From an optimization exercise on the open Yosys and OpenROAD flow, aimed at small area and a short achievable clock period; shortcuts taken in it are not production practice. Where RTL was checked, it was by simulation tests only, not by an equivalence proof against the original. Power figures rest on the tool's default switching activity, not on a simulated workload.

== 06-25 ==
==> flow/design.v (excerpt) <==
module CPU_EEPROM(clk, reset, PC, Data, Out, carry, parity, sign, zero);
clock: 7.5 ns
lec_check: 0
abc_clock_period_in_ps: 2500
cap_margin: 20
core_margin: 2
core_utilization: 40
setup_slack_margin: 4.5
slew_margin: 20
run.sh (not shown) runs the stock make flow with config.mk's settings and CLKGATE_MAP_FILE= SYNTH_SCRIPT=/design/flow/synth_recipe.tcl, a recipe that flattens the netlist after the stock synthesis.
### 06-25 -> 04-09
--- a/flow/config.mk
+++ b/flow/config.mk
@@ -10,4 +10,4 @@
 export CORE_MARGIN = 2
-export CORE_UTILIZATION = 40
-export SETUP_SLACK_MARGIN = 4.5
+export CORE_UTILIZATION = 50
+export SETUP_SLACK_MARGIN = 3.8
 export SLEW_MARGIN = 20
Findings:
The run showing the smaller wire length is 04-09.
Delta(first-pass GRT wire length, 04-09 - 06-25) < 0
In the reports for 06-25 and 04-09, the smaller power belongs to 04-09.

========
Setup of the baseline:
CPU_EEPROM, a different RTL version from the one above (not shown whole).
Size in the first run: about 270 flip-flops, roughly 35 I/O pins, roughly 16000 um^2 of cells after synthesis.
// CPU_EEPROM
module CPU_EEPROM(clk, reset, PC, Data, Out, carry, parity, sign, zero);
==> flow/config.mk <==
export PLATFORM = sky130hd
export DESIGN_NAME = CPU_EEPROM
export DESIGN_NICKNAME = CPU_EEPROM
export VERILOG_FILES = /design/flow/design.v
export SDC_FILE = /design/flow/constraint.sdc
export NUM_CORES = 4
export LEC_CHECK = 0
export ABC_CLOCK_PERIOD_IN_PS = 2500
export CAP_MARGIN = 20
export CORE_MARGIN = 2
export CORE_UTILIZATION = 50
export SETUP_SLACK_MARGIN = 4.5
export SLEW_MARGIN = 50
export SYNTH_HIERARCHICAL = 1
export TNS_END_PERCENT = 10
==> flow/constraint.sdc <==
create_clock -name core_clock -period 7.5 [get_ports {clk}]
set_input_delay 1.5000 -clock core_clock [delete_from_list [all_inputs] [get_ports {clk}]]
set_output_delay 1.5000 -clock core_clock [all_outputs]
set_load 0.01 [all_outputs]
Looking at the reports, the baseline completed the entire flow and the layout it produced met the timing, design-rule and antenna checks.
Edits applied to the flow inputs when going from the baseline to the candidate:
- TNS_END_PERCENT: 10 -> 0
- SLEW_MARGIN: 50 -> 20
--- outcome ---
- Setup WNS the baseline -> the candidate: worse
- Looking at final standard cell count with taps included and fillers excluded across the baseline and the candidate, the one that comes out higher is the baseline.
- Compared with the baseline, the candidate shows a higher biggest cell delay along the critical path.
- The baseline -> the candidate: post-route cell area decreased by a few percent
- When the candidate is set beside the baseline, its overall global routing resource usage turns out to be 0.52 points smaller.
- The candidate ended up with a higher worst setup slack before clock tree synthesis than the baseline did.
- Number of synthesized register bits: the candidate vs the baseline identical
- Per the comparison of the candidate with the baseline, layout overhead on the synthesized area shows a reduction of 6.3 points, count of mapped cells out of synthesis shows no meaningful change.
No functional check of the RTL was part of any run of this note.

========
== run 1 ==
CPU_EEPROM again, from the RTL that the note above started with.
Settings: LEC_CHECK=0, ABC_CLOCK_PERIOD_IN_PS=2500, CAP_MARGIN=20, CORE_MARGIN=2, CORE_UTILIZATION=50, CTS_CLUSTER_DIAMETER=100, CTS_CLUSTER_SIZE=20, SETUP_SLACK_MARGIN=4.3, SLEW_MARGIN=20, SYNTH_HIERARCHICAL=1; clock period 7.5 ns.
Input changes introduced in run 2 (baseline for comparison: run 1):
- CTS_BUF_LIST newly set to sky130_fd_sc_hd__clkbuf_8
- CTS_CLUSTER_SIZE removed (was 20)
- CTS_CLUSTER_DIAMETER removed (was 100)
Results
- Run 1 -> run 2: routed wire length increased slightly
- Diff run 2..run 1 | residual DRC count | negligible
- The final instance area of run 2 was inferior to that of run 1.
- Run 1 → run 2: clock-buffer cell count moved up, clock skew after layout moved up, number of setup buffers added after CTS moved down.
## Diff of input files: run 3 against run 2
- a change of SETUP_SLACK_MARGIN from 4.3 to 4.5
- a change of SLEW_MARGIN from 20 to 50
- an added TNS_END_PERCENT of 0
- a deleted CTS_BUF_LIST that had been sky130_fd_sc_hd__clkbuf_8
==> comparison <==
For proportion of synthesized chip area in sequential cells, run 2 and run 3 come out practically identical. Comparing transition time at the pin with the least slew margin for run 2 and run 3, the smaller number came from run 3. Clock latency at the later pin of the worst-skew pair in run 3 is 0.05 ns lower than in run 2. When the final numbers for run 2 and run 3 were put side by side, the share of the clock period used by the worst path after layout turned out to be smaller in run 3. Run 3 ends up with a final critical delay including setup and external delays that is 0.029 ns lower than in run 2. On sequential group share of total power, the higher figure sits with run 2, not run 3. Run 2 ended up with reg2out as its worst setup path category; run 3 ended up with in2reg. In the metrics for run 2 and run 3, the one carrying the lower power share of the combinational group is run 3.
No functional check of the RTL was part of any run of this note.

re-timing with driven ports:
The results above use ideal ports. As a check the final layouts listed here were re-extracted and re-timed, cells and wires unchanged.
Step 1: set_driving_cell puts a clkbuf_16 on clk and a buf_2 on each other input, an assumption about the parent block.
Step 2 adds t to the input delays and takes it off the output delays; t is the mean of the earliest and latest rising clock arrival at the registers after step 1. Input paths then give back, and output paths get back, about the clock's delay inside the block.
Three values: ideal ports, drivers, drivers and shift; two values: the first two.
run | t (ns) | setup slack, ns | worst hold slack (ns) | latest minus earliest clock arrival (ns)
06-25 | 0.660 | 3.629 / 3.576 / 3.310 | 0.463 / 0.463 / 0.463 | 0.020 / 0.020
04-09 | 0.625 | 3.682 / 3.709 / 3.084 | 0.474 / 0.474 / 0.474 | 0.016 / 0.016
the baseline | 0.601 | 3.993 / 3.898 / 3.297 | 0.511 / 0.511 / 0.511 | 0.028 / 0.028
the candidate | 0.615 | 3.935 / 3.940 / 3.324 | 0.517 / 0.517 / 0.517 | 0.041 / 0.041
run 1 | 0.566 | 3.940 / 3.969 / 3.403 | 0.521 / 0.521 / 0.521 | 0.032 / 0.032
run 2 | 0.643 | 4.010 / 3.962 / 3.368 | 0.516 / 0.516 / 0.516 | 0.043 / 0.043
run 3 | 0.612 | 4.039 / 4.006 / 3.422 | 0.518 / 0.518 / 0.518 | 0.024 / 0.024
After both steps setup and hold are still met in every run listed. For the baseline, which loses most, drivers alone change the setup slack by -0.095 ns; drivers and shift together by -0.696 ns.
